Context: an optimization exercise on an open-source flow, tuned for small area, a short achievable clock period and few clock cycles per item. The choices shown serve that exercise and are no tape-out recipe. Only simulation tests tie the RTL to the original design; equivalence was not proved. Power and IR drop assume default switching activity.

==> flow/design.v (outline; a module is shown in full before it is edited, if it fits) <==
// module Raptor64Mult: 2383 lines
// module pgc: 6 lines
// module gpn: 6 lines
// module gn: 5 lines
// module digq: 10 lines
// module bmx: 5 lines
// module bx: 5 lines
// module bxn: 5 lines
// module fa3: 6 lines
// module ha2: 6 lines
// module fa1c: 6 lines
module Raptor64Mult(rst, clk, ld, sgn, isMuli, a, b, imm, o, done);
  // ...
==> flow/flow/run.sh <==
#!/bin/bash
set -euo pipefail
MARGIN=$(cat flow/margin.txt)
export BUFFER_PORTS_ARGS="-buffer_cell $(cat flow/bufcell.txt)"
sed -e "s/SETUP_SLACK_MARGIN=[-0-9.]*/SETUP_SLACK_MARGIN=${MARGIN}/" standard.sh > standard_margin.sh
grep -q "SETUP_SLACK_MARGIN=${MARGIN}" standard_margin.sh
bash standard_margin.sh > standard_margin.log 2>&1
==> flow/flow/bufcell.txt <==
sky130_fd_sc_hd__buf_1
==> flow/flow/margin.txt <==
6.6
==> flow/standard.sh <==
#!/bin/bash
# synth_recipe.tcl (not shown) runs the flow's synth.tcl, then flattens the netlist and writes it again
# the make line also repeats each setting of config.mk as NAME=value (left out here)
make -C /OpenROAD-flow-scripts/flow DESIGN_CONFIG=/design/flow/config.mk WORK_HOME=/design/flow/orfs CLKGATE_MAP_FILE= SYNTH_SCRIPT=/design/flow/synth_recipe.tcl "${@:-finish}"
==> flow/config.mk <==
export PLATFORM = sky130hd
export DESIGN_NAME = Raptor64Mult
export DESIGN_NICKNAME = Raptor64Mult
export VERILOG_FILES = /design/flow/design.v
export SDC_FILE = /design/flow/constraint.sdc
export NUM_CORES = 4
export LEC_CHECK = 0
export ABC_CLOCK_PERIOD_IN_PS = 3000
export CAP_MARGIN = 50
export CORE_MARGIN = 2
export CORE_UTILIZATION = 55
export CTS_BUF_LIST = sky130_fd_sc_hd__clkbuf_4 sky130_fd_sc_hd__clkbuf_8
export SETUP_SLACK_MARGIN = 5
export SLEW_MARGIN = 70
export SYNTH_HIERARCHICAL = 1
export SYNTH_MINIMUM_KEEP_SIZE = 0
==> flow/constraint.sdc <==
create_clock -name core_clock -period 10.0 [get_ports {clk}]
set_input_delay 2.0000 -clock core_clock [delete_from_list [all_inputs] [get_ports {clk}]]
set_output_delay 2.0000 -clock core_clock [all_outputs]
set_load 0.01 [all_outputs]
==> results.json, run 1 <==
{
  "drc_errors": 0,
  "status": "no timing/DRC/antenna violations",
  "synthTopCellsByCount": "512 x xor2_1, 455 x a22o_1, 452 x fa_1",
  "synthTopCellsByArea": "fa_1 27%, dfxtp_1 26%, xor2_1 14%, a22o_1 12%, ha_1 5.0%",
  "overflow": 0,
  "die_area_mm2": 0.0620,
  "h-tree-depth": 3,
  "regToRegSetupSlack_ps": 6720,
  "fin_skew_ps": 46.5,
  "synth_largest_area_cell": "fa_1",
  "multi_input_area_share_pct": 64.3,
  "wl_met3_um": 8850,
  "ctsHoldBuffers": 0,
  "ios": 326,
  "dpl_cell_area_mm2": 0.0358,
  "async_flop_share_pct": 0,
  "cts_root_buf": "clkbuf_8",
  "slew_headroom_pct": 67.6,
  "multi_input_area_mm2": 0.0243,
  "power.switching_mw": 7.24,
  "use_met1_pct": 48.3,
  "largest-register": "dr",
  "clk-power_mw": 1.96,
  "drv_cap": 0,
  "slowest_stage": "dfxtp_1",
  "pg_seq_mw": 3.39,
  "first_pass_iters": 5,
  "path_clk_slew_ps": 70,
  "required_ps": 8000,
  "reg2reg_depth": 13,
  "cp_cell_sequence": "buf_1",
  "routed_via_density": 6.19,
  "critPathKind": "flop to primary output",
  "comb_cell_power_mw": 10.6,
  "layout_commonest_cell": "xor2_1",
  "first_iter_violations": 2225,
  "hold_viol": 0,
  "peakVddDrop_mv": 0.288
}
Testbench counts, summed over its fixed seeds: cycles 19,200, items 2,400.
==> inputs of run 2 (changes only) <==
==> flow/flow/margin.txt (replaced) <==
6.8
--- a/flow/config.mk
+++ b/flow/config.mk
@@ -9,7 +9,6 @@
 export CAP_MARGIN = 50
 export CORE_MARGIN = 2
 export CORE_UTILIZATION = 55
-export CTS_BUF_LIST = sky130_fd_sc_hd__clkbuf_4 sky130_fd_sc_hd__clkbuf_8
 export SETUP_SLACK_MARGIN = 5
 export SLEW_MARGIN = 70
 export SYNTH_HIERARCHICAL = 1
==> run 2 against run 1 <==
- still clean
- worst hold slack better by 11 ps
- utilization is 1.1 points higher
- register-to-register slack better by 80 ps
- synthesized area is the same
- cell area up 1.7%
- non-clock buffer count is 35 higher
- critical path depth increased by 7
- worst setup slack improved by 180 ps
- flip-flop and latch count did not move
- largest power group unchanged
==> results.json, run 2 <==
{
  "timing.final.crit_period_ps": 3200,
  "postRouteAntennaNets": 0,
  "path_clk_slew_ps": 70,
  "setup_violations": 0,
  "dpl_worst_slack_ps": 5840,
  "worst_slew_pin_slew_ps": 526,
  "use_met1_pct": 49.3,
  "hold_viol": 0,
  "cts_tree": "built",
  "first_iter_violations": 2329,
  "core_mm2": 0.0592,
  "routed_via_density": 6.24,
  "synth_xor_area_share_pct": 14.0,
  "largest_reg_flops": 70,
  "setup_tns_ps": 0,
  "grt_usage_pct": 35.7,
  "peakVddDrop_mv": 0.270,
  "hold_depth": 1,
  "grt_max_degree": 61,
  "required_ps": 10480,
  "reg_top3": "dr (70), ar (65)",
  "reg2reg_depth": 8,
  "synth_top_area_share_pct": 27.4,
  "synth_warnings": 8,
  "cts_root_buf": "clkbuf_16",
  "fin_skew_ps": 27.0,
  "synth_edf_count": 0,
  "worstPathArrival_ps": 3680,
  "cts_sinks": 423,
  "p_leak_nw": 17.6,
  "regToRegSetupSlack_ps": 6800,
  "synth_seq_area_share_pct": 25.6,
  "gp_congestion": 1.05,
  "synthTopCellsByArea": "fa_1 27%, dfxtp_1 26%, xor2_1 14%, a22o_1 12%, ha_1 5.0%",
  "largest-register": "dr",
  "post_synth_num_cell_types": 58,
  "layout_common_cells": "511 x xor2_1, 455 x a22o_1, 419 x fa_1, 298 x buf_1, 291 x dfxtp_1",
  "slew_violations": 0,
  "grt_pass1_wl_um": 167000,
  "synth_top_family_by_area": "adder cells",
  "startpoint_type": "flop",
  "clk_path_buf_depth": 3,
  "syn_area_per_cell_um2": 11.6,
  "final_nets": 4043,
  "grt_util_met2_pct": 57.6,
  "yosys-mux-area-fraction_pct": 1.80,
  "r2r-end": "sr[10]$_DFF_P_",
  "vias": 25500,
  "hold-path-endpoint": "ph[6]$_SDFF_PP0_",
  "setup_ws_ps": 6800,
  "grt_pass1_vias": 26700,
  "r2r_start": "ph[0]$_SDFF_PP0_",
  "row_count": 89,
  "die_w_um": 249,
  "ys.flop_type": "dfxtp_1",
  "synthTopCellsByCount": "512 x xor2_1, 455 x a22o_1, 452 x fa_1",
  "critPathKind": "flop to flop",
  "synth.most_common_cell": "xor2_1",
  "grt_busiest_layer": "met2",
  "synth_compound_area_share_pct": 18.3,
  "syn_inst": 2859,
  "wirelength_um": 112000,
  "dp_hpwl_um": 79000,
  "worstHoldStart": "ph[5]$_SDFF_PP0_",
  "h-tree-depth": 2,
  "die_h_um": 249,
  "drive_gt1_share_pct": 13.0,
  "synth_fa_ha_area_share_pct": 32.4,
  "slew_headroom_pct": 63.9,
  "status": "no timing/DRC/antenna violations",
  "numCtsBuffers": 50,
  "use_met3_pct": 5.27,
  "async_flop_share_pct": 0,
  "io_buffers": 325,
  "worstSetupEndpointType": "flop",
  "clock.fmax_mhz": 312,
  "ios": 326,
  "fin_crit_sh_pct": 32.0,
  "syn2layout_area_growth_pct": 16.5,
  "initial_core_util_pct": 55.8,
  "min_path_type": "flop to flop",
  "layout_commonest_cell": "xor2_1",
  "drv_cap": 0,
  "first_pass_iters": 5,
  "cp_max_fo": 13,
  "worstSkewPairLatency_ps": 610,
  "syn_area_mm2": 0.0330,
  "antenna_found_initial": 7,
  "die_area_mm2": 0.0620,
  "ys_seq_elements": 423,
  "rsz0062_at_grt": "true",
  "overflow": 0,
  "power.density_mw_per_mm2": 417,
  "synth_largest_area_cell": "fa_1",
  "yosys.area_share.simple_pct": 7.01,
  "wl_per_cell_um": 27.4,
  "drc_errors": 0
}
==> run 2: cell counts after synthesis <==
No cell type changed its count.
==> run 2: final cells by class <==
class,count,area (um^2)
flip-flops and latches,423,8780
well taps,773,967
fillers,4715,20700
multi-input cells,2360,24600
clock buffers,61,1350
diodes,6,15.0
repair buffers,399,2370
inverters,29,113
clock inverters,32,310
==> run 2: cells by family (layout without fill, tap and decap cells) <==
kind of cell,Yosys count,in the layout
buffers and inverters,77,521
xor gates and xnor gates,527,527
and+or+nand+nor,434,434
other,1,8
muxes,59,59
DFF,423,423
AOI/OAI and AO/OA,755,755
adders and majority gates,583,583
==> run 2: Yosys stat by module, one instance, submodules excluded <==
module,cells,times used,flip-flops and latches
Raptor64Mult,1104,1,360
digq,21,3,21
fa1c,5,2,0
fa3,1,449,0
gpn,2,88,0
ha2,1,13,0
pgc,1,72,0
bmx,1,455,0
bx,1,448,0
bxn,1,7,0
gn,1,62,0
==> run 2: worst max path at each step <==
stage                     startpoint               to
floorplan           ph[0]$_SDFF_PP0_  lsr[10]$_DFF_P_
global placement              isMuli   dr[68]$_DFF_P_
detailed placement  ph[0]$_SDFF_PP0_   dr[67]$_DFF_P_
CTS                 ph[0]$_SDFF_PP0_   sr[47]$_DFF_P_
global route        ph[0]$_SDFF_PP0_   dr[69]$_DFF_P_
finish              ph[0]$_SDFF_PP0_   sr[10]$_DFF_P_
==> run 2: critical path: stages (launching register included) <==
cell and delay [ps]:
dfxtp_4 380, buf_16 120, buf_4 220, bufbuf_16 330
nor2b_1 80, fa_1 470, fa_1 480, fa_1 570
fa_1 420
==> run 2: stage by stage <==
step / instance area [um^2] / std cells / power (mW) / util [%] / hold WS, ps
final: 38500 / 4083 / 16.1 / 65.0 / 454
after global routing: 38500 / 4083 / 17.7 / 65.0 / 468
after CTS: 38100 / 4065 / 16.0 / 64.3 / 457
after detailed placement: 35900 / 3950 / 13.9 / 60.5 / 445
after global placement: 35200 / 3937 / 13.4 / 59.5 / 430
after floorplan: 33000 / 2860 / 10.5 / - / 414
==> run 2: what timing repair did <==
| item | 4_1_cts | 5_1_grt |
|---|---|---|
| gates cloned | 6 | 0 |
| resized for setup | 103 | 67 |
| buffers inserted | 16 | 11 |
| pin swaps | 15 | 44 |
| hold buffers | 0 | 0 |
| setup endpoints to repair | 133 | 62 |
==> run 2: power breakdown <==
| group | leakage, nW | switching [mW] | internal, mW |
|---|---|---|---|
| registers | 3.59 | 0.747 | 2.64 |
| logic | 13.2 | 5.73 | 5.10 |
| clock network | 0.798 | 0.804 | 1.06 |
| total | 17.6 | 7.28 | 8.79 |
==> run 2: layer usage <==
metal	routed length (um)	part of all wire, %	vias to the layer above
met3	8870	7.9	263
met2	52300	47	1323
li1	-	-	10900
met4	4320	3.9	2
met1	46400	41	13000
met5	13	0.012	-
==> inputs of run 3 (changes only) <==
==> flow/flow/margin.txt (replaced) <==
6.6
==> run 3 against run 2 <==
- still clean
- routed wire length fell by 3.0%
- first-iteration DRC count down 10%
- die area unchanged
- flip-flop and latch count stayed put
- final cell count decreased by 0.96%
- power shrank 0.84%
- worst setup slack worse by 130 ps
- critical path type is now input pin to flop
- critical endpoint is now dr[68]$_DFF_P_
- largest power group unchanged
==> results.json, run 3 <==
{
  "status": "no timing/DRC/antenna violations",
  "final_nets": 4007,
  "antenna_found_initial": 8,
  "hold_viol": 0,
  "async_flop_share_pct": 0,
  "layout_common_cells": "512 x xor2_1, 455 x a22o_1, 452 x fa_1, 323 x buf_1, 311 x dfxtp_1",
  "synth_fa_ha_area_share_pct": 32.4,
  "drive_gt1_share_pct": 8.21,
  "reg2reg_depth": 7,
  "synth_top_area_share_pct": 27.4,
  "path_clk_slew_ps": 60,
  "setup_tns_ps": 0,
  "ys_seq_elements": 423,
  "fin_crit_sh_pct": 33.3,
  "cts_root_buf": "clkbuf_16",
  "rsz0062_at_grt": "true",
  "h-tree-depth": 2,
  "syn2layout_area_growth_pct": 14.2,
  "slew_headroom_pct": 67.0,
  "startpoint_type": "input pin",
  "ys.flop_type": "dfxtp_1",
  "required_ps": 10470,
  "cpPeakStageDelay_ps": 390,
  "first_pass_iters": 8,
  "clock.fmax_mhz": 301,
  "regToRegSetupSlack_ps": 6720,
  "postRouteAntennaNets": 0,
  "die_h_um": 249,
  "vias": 25100,
  "largest_reg_flops": 70,
  "die_w_um": 249,
  "post_synth_num_cell_types": 58,
  "dp.cells": 3945,
  "syn_inst": 2859,
  "grt_pass1_wl_um": 167000,
  "cp_max_fo": 33,
  "path_delay_family": "buffers and inverters",
  "cts_tree": "built",
  "layout_commonest_cell": "xor2_1",
  "synth_xor_area_share_pct": 14.0,
  "min_path_type": "flop to flop",
  "grt_max_degree": 74,
  "numCtsBuffers": 49,
  "ios": 326,
  "worstPathArrival_ps": 3800,
  "ctsHoldBuffers": 0,
  "first_iter_violations": 2096,
  "initial_core_util_pct": 55.8,
  "hold-path-endpoint": "ph[6]$_SDFF_PP0_",
  "critPathBufInv": 4,
  "clk_path_buf_depth": 3,
  "slew_violations": 0,
  "worst_slew_pin_slew_ps": 481,
  "io_buffers": 325,
  "power.density_mw_per_mm2": 423,
  "synth.most_common_cell": "xor2_1",
  "largest-register": "dr",
  "synth_edf_count": 0,
  "cts_sinks": 423,
  "worstSetupEndpointType": "flop",
  "reg_top3": "dr (70), ar (65)",
  "slowest_stage": "mux2_2",
  "core_mm2": 0.0592,
  "yosys.area_share.simple_pct": 7.01,
  "gp_congestion": 0.975,
  "r2r_start": "u_q2.neg[2]$_DFF_P_",
  "dpl_worst_slack_ps": 5800,
  "fin_skew_ps": 30.9,
  "cp_cell_sequence": "buf_6 > buf_8 > buf_16 > buf_16 > mux2_2 > nand3_4 > o311ai_0 > or3_1",
  "dp_hpwl_um": 78000,
  "timing.final.crit_period_ps": 3330,
  "layout.cells.non_filler": 4044,
  "overflow": 0,
  "grt_usage_pct": 35.2,
  "syn_area_mm2": 0.0330,
  "drc_errors": 0,
  "wirelength_um": 109000,
  "synth_largest_area_cell": "fa_1",
  "synthTopCellsByArea": "fa_1 27%, dfxtp_1 26%, xor2_1 14%, a22o_1 12%, ha_1 5.0%",
  "setup_ws_ps": 6670,
  "drv_cap": 0,
  "routed_via_density": 6.22,
  "peakVddDrop_mv": 0.303,
  "yosys-mux-area-fraction_pct": 1.80,
  "die_area_mm2": 0.0620,
  "synth_top_family_by_area": "adder cells",
  "setup_violations": 0,
  "r2r-end": "sr[48]$_DFF_P_",
  "critPathKind": "input pin to flop",
  "worst_hold_slack_ps": 437,
  "hold_depth": 1,
  "syn_area_per_cell_um2": 11.6,
  "synthTopCellsByCount": "512 x xor2_1, 455 x a22o_1, 452 x fa_1",
  "row_count": 89,
  "worstSkewPairLatency_ps": 610,
  "wl_per_cell_um": 26.9,
  "synth_warnings": 8,
  "synth_seq_area_share_pct": 25.6,
  "worstHoldStart": "ph[5]$_SDFF_PP0_",
  "p_leak_nw": 17.3,
  "crit_top_cell": "buf_16",
  "synth_compound_area_share_pct": 18.3,
  "grt_pass1_vias": 26700
}
-- run 3: repair_timing --
action / CTS / global route
hold endpoints to repair: 0 / 0
cloned: 1 / 0
buffers inserted: 0 / 0
resized for setup: 3 / 4
endpoints found under the setup margin: 2 / 2
-- run 3: stage by stage --
step	total power [mW]	area (um^2)	utilization, %
CTS	16.0	37500	63.4
detailed placement	14.0	35800	60.4
floorplan	10.5	33000	-
global route	17.5	37700	63.7
global placement	13.5	35200	59.4
finish	15.9	37700	63.7
-- run 3: Yosys stat by module (local to each module, per instance), excerpt --
| module | cell area [um^2] | copies in the design |
|---|---|---|
| bxn | 8.76 | 7 |
| Raptor64Mult | 12000 | 1 |
| gpn | 13.8 | 88 |
| bmx | 8.76 | 455 |
| pgc | 12.5 | 72 |
| gn | 7.51 | 62 |
| ha2 | 12.5 | 13 |
| fa1c | 27.5 | 2 |
| bx | 8.76 | 448 |
-- run 3: cell type report --
cell class | count | area [um^2]
antenna | 5 | 12.5
clock buffer | 65 | 1440
clock inverter | 25 | 246
fill | 4827 | 21500
inverter | 29 | 113
multi-input combinational | 2360 | 24300
sequential | 423 | 8730
tap | 773 | 967
timing repair buffer | 364 | 1860
-- run 3: power by group --
group,switching [mW],internal [mW]
clock network,0.773,1.12
registers,0.756,2.63
logic,5.67,4.99
total,7.20,8.74
-- run 3: layer usage --
metal,share of wire [%],vias up,global-route usage (%),wire length (um)
met3,7.8,267,5.54,8460
met2,47,1273,56.4,50500
met5,0.0092,-,0,10
met1,42,12800,48.5,45600
li1,-,10800,-,-
met4,3.7,2,12.9,4010
-- run 3: cells by family after synthesis --
logic type,Yosys count
adder cells (fa/ha/maj),583
multiplexers,59
buffers and inverters,77
flip-flops,423
XOR/XNOR,527
AO/OA/AOI/OAI,755
other,1
AND/OR/NAND/NOR,434
-- run 3: worst max path at each step --
stage,cells past startpoint,slack [ps],startpoint,endpoint
5_1_grt,8,6550,isMuli,dr[68]$_DFF_P_
2_1_floorplan,8,6660,ph[0]$_SDFF_PP0_,lsr[10]$_DFF_P_
3_3_place_gp,6,5370,isMuli,dr[68]$_DFF_P_
3_5_place_dp,8,5800,isMuli,dr[68]$_DFF_P_
4_1_cts,8,6590,isMuli,dr[68]$_DFF_P_
6_report,8,6670,isMuli,dr[68]$_DFF_P_
-- run 3: worst reg2reg max path: stages (launching register included) --
cell,delay (ps)
dfxtp_1,470
buf_4,270
buf_16,210
xor2_1,260
fa_1,480
fa_1,460
fa_1,500
fa_1,500
==> inputs of run 4 (changes only) <==
==> flow/flow/margin.txt (replaced) <==
6.7
==> run 4 against run 3 <==
- final cell count up 0.15%
- utilization is 0.32 points higher
- die area unchanged
- power grew 0.27%
- largest power group unchanged
- sequential share of layout area fell by 0.084 points
- flip-flop and latch count unchanged
- still clean on timing, DRC and antenna
- routed wire length rose by 2.7%
- critical endpoint is now o[9]
- highest routed layer unchanged
- non-clock buffer count up 7
==> results.json, run 4 <==
{
  "drc_errors": 0,
  "cts_tree": "built",
  "layout_common_cells": "510 x xor2_1, 455 x a22o_1, 452 x fa_1, 322 x buf_1, 301 x dfxtp_1",
  "wirelength_um": 112000,
  "initial_core_util_pct": 55.8,
  "worstSetupEndpointType": "primary output",
  "largest_reg_flops": 70,
  "gp_congestion": 1.01,
  "row_count": 89,
  "grt_usage_pct": 36.1,
  "core_mm2": 0.0592,
  "grt_max_degree": 46,
  "post_synth_num_cell_types": 58,
  "startpoint_type": "flop",
  "slowest_stage": "dfxtp_1",
  "synthTopCellsByCount": "512 x xor2_1, 455 x a22o_1, 452 x fa_1",
  "postLayoutCoreUtil_pct": 64.0,
  "syn_area_mm2": 0.0330,
  "routed_via_density": 6.22,
  "synth_edf_count": 0,
  "clk_path_buf_depth": 3,
  "ys.flop_type": "dfxtp_1",
  "power.density_mw_per_mm2": 422,
  "synth.most_common_cell": "xor2_1",
  "path_delay_family": "flip-flops",
  "vias": 25200,
  "synth_seq_area_share_pct": 25.6,
  "min_path_type": "flop to flop",
  "drive_gt1_share_pct": 8.73,
  "layout_commonest_cell": "xor2_1",
  "drv_cap": 0,
  "largest-register": "dr",
  "cp_cell_sequence": "buf_1",
  "io_buffers": 325,
  "critPathKind": "flop to primary output",
  "timing.final.crit_period_ps": 3260,
  "cp_max_fo": 4,
  "critPathBufInv": 1,
  "final_nets": 4014,
  "synth_top_area_share_pct": 27.4,
  "first_pass_iters": 5,
  "grt_pass1_vias": 26700,
  "synth_warnings": 8,
  "cts_sinks": 423,
  "dpl_cell_area_mm2": 0.0360,
  "numCtsBuffers": 49,
  "die_w_um": 249,
  "dp_hpwl_um": 80100,
  "clock.fmax_mhz": 307,
  "fin_skew_ps": 21.2,
  "status": "no timing/DRC/antenna violations",
  "finish.instance_area_mm2": 0.0379,
  "die_h_um": 249,
  "ios": 326,
  "ys_seq_elements": 423,
  "path_clk_slew_ps": 60,
  "async_flop_share_pct": 0,
  "rsz0062_at_grt": "true",
  "wl_per_cell_um": 27.5,
  "fillCellCount": 4818,
  "worstSkewPairLatency_ps": 620,
  "worstPathArrival_ps": 1260,
  "overflow": 0,
  "first_iter_violations": 2203,
  "cpPeakStageDelay_ps": 440,
  "syn_area_per_cell_um2": 11.6,
  "power.total_mw": 16.0,
  "grt_pass1_wl_um": 169000,
  "p_leak_nw": 17.3,
  "syn2layout_area_growth_pct": 14.7,
  "worst_hold_slack_ps": 452,
  "setup_violations": 0,
  "antenna_found_initial": 7,
  "syn_inst": 2859,
  "required_ps": 8000,
  "reg_top3": "dr (70), ar (65)",
  "synth_largest_area_cell": "fa_1",
  "cts_root_buf": "clkbuf_16",
  "hold_viol": 0,
  "peakVddDrop_mv": 0.229,
  "setup_tns_ps": 0,
  "h-tree-depth": 2,
  "synthTopCellsByArea": "fa_1 27%, dfxtp_1 26%, xor2_1 14%, a22o_1 12%, ha_1 5.0%",
  "postRouteAntennaNets": 0,
  "fin_crit_sh_pct": 32.6,
  "slew_violations": 0,
  "die_area_mm2": 0.0620
}
## run 4: cell counts after synthesis
No cell type changed its count.
## run 4: cell families (layout without fill, tap and decap cells)
family	count (synthesis)	after routing	synth area share, %
buffers and inverters	77	492	0.966
adder cells (fa/ha/maj)	583	583	32.4
other	1	4	0.0114
AND/OR/NAND/NOR	434	434	7.01
multiplexers	59	59	1.80
flip-flops	423	423	25.6
XOR/XNOR	527	527	14.0
AO/OA/AOI/OAI	755	755	18.3
## run 4: modules after synthesis, one instance, submodules excluded, a selection
| module | cell area, um^2 | times used | cells inside | flip-flops and latches |
|---|---|---|---|---|
| Raptor64Mult | 12000 | 1 | 1104 | 360 |
| digq | 420 | 3 | 21 | 21 |
| fa1c | 27.5 | 2 | 5 | 0 |
| fa3 | 20.0 | 449 | 1 | 0 |
| gpn | 13.8 | 88 | 2 | 0 |
| pgc | 12.5 | 72 | 1 | 0 |
| ha2 | 12.5 | 13 | 1 | 0 |
| bxn | 8.76 | 7 | 1 | 0 |
| gn | 7.51 | 62 | 1 | 0 |
## run 4: power breakdown
part	leakage (nW)	internal (mW)	total, mW	switching, mW
clock network	0.834	1.13	1.94	0.805
registers	3.59	2.64	3.48	0.839
logic	12.9	4.97	10.6	5.59
total	17.3	8.74	16.0	7.24
## run 4: area by class of cell
type	instances	area, um^2	share of cell area (%)
sequential	423	8750	23.1
timing repair buffer	371	2020	5.32
inverter	29	113	0.297
clock buffer	63	1370	3.61
multi-input combinational	2360	24300	64.2
tap	773	967	2.55
clock inverter	29	360	0.951
antenna	2	5.00	0.0132
## run 4: per-stage QoR
stage	cells	worst slack [ps]
6_report	4050	6740
5_1_grt	4050	6650
4_1_cts	4045	6690
3_5_place_dp	3951	6400
3_3_place_gp	3933	5830
2_1_floorplan	2860	6710
## run 4: path summary, 6_finish.rpt
| kind | startpoint | to | slack (ps) | depth (start not counted) |
|---|---|---|---|---|
| hold reg to reg | ph[5]$_SDFF_PP0_ | ph[6]$_SDFF_PP0_ | 450 | 1 |
| setup / recovery | dr[9]$_DFF_P_ | o[9] | 6740 | 1 |
| hold / removal | ph[5]$_SDFF_PP0_ | ph[6]$_SDFF_PP0_ | 450 | 1 |
| setup reg to reg | u_q2.neg[1]$_DFF_P_ | sr[46]$_DFF_P_ | 6760 | 6 |
## run 4: what timing repair did
action                                  CTS  global route
endpoints found under the setup margin   30            26
endpoints found under the hold margin     0             0
hold buffers                              0             0
gates resized for setup                  11             8
cloned                                    0             1
setup buffers                             2             0
## run 4: metal layers
metal	track usage, %	up-vias	part of all wire [%]	wire length [um]
li1	-	10800	-	-
met1	49.3	12800	42	46500
met2	57.2	1316	46	51300
met3	6.03	277	7.9	8760
met4	14.8	10	4.3	4840
met5	0	-	0.062	69

port drivers added, routing unchanged:
Ports are ideal in the flow. The routed layouts listed here were re-timed in OpenROAD.
Step 1 sets driving cells, clkbuf_16 on the clock port and buf_2 on the other inputs (assumed; they add their load-dependent delay and slew).
Step 2 times the ports against the registers' clock, not the clock port: input delays grow and output delays shrink by t, the midpoint of the rising clock arrivals with the driver on.
Three values: no drivers, after step 1, after step 2; two values: the first two.
| run | t (ns) | setup WS [ns] | worst setup path at the end | worst register clock-pin slew, ns | worst slew at a driven data input, ns |
|---|---|---|---|---|---|
| run 1 | 0.738 | 6.625 / 6.564 / 5.981 | input to register | 0.08 / 0.08 | 0.13 |
| run 2 | 0.662 | 6.800 / 6.758 / 6.242 | input to register | 0.07 / 0.07 | 0.12 |
| run 3 | 0.661 | 6.674 / 6.615 / 6.035 | input to register | 0.07 / 0.07 | 0.13 |
| run 4 | 0.680 | 6.742 / 6.676 / 6.344 | input to register | 0.07 / 0.07 | 0.13 |
After both steps every run listed still meets setup and hold. The setup slack of run 1, which loses most, moves by -0.061 ns with the drivers and by -0.644 ns with both steps.
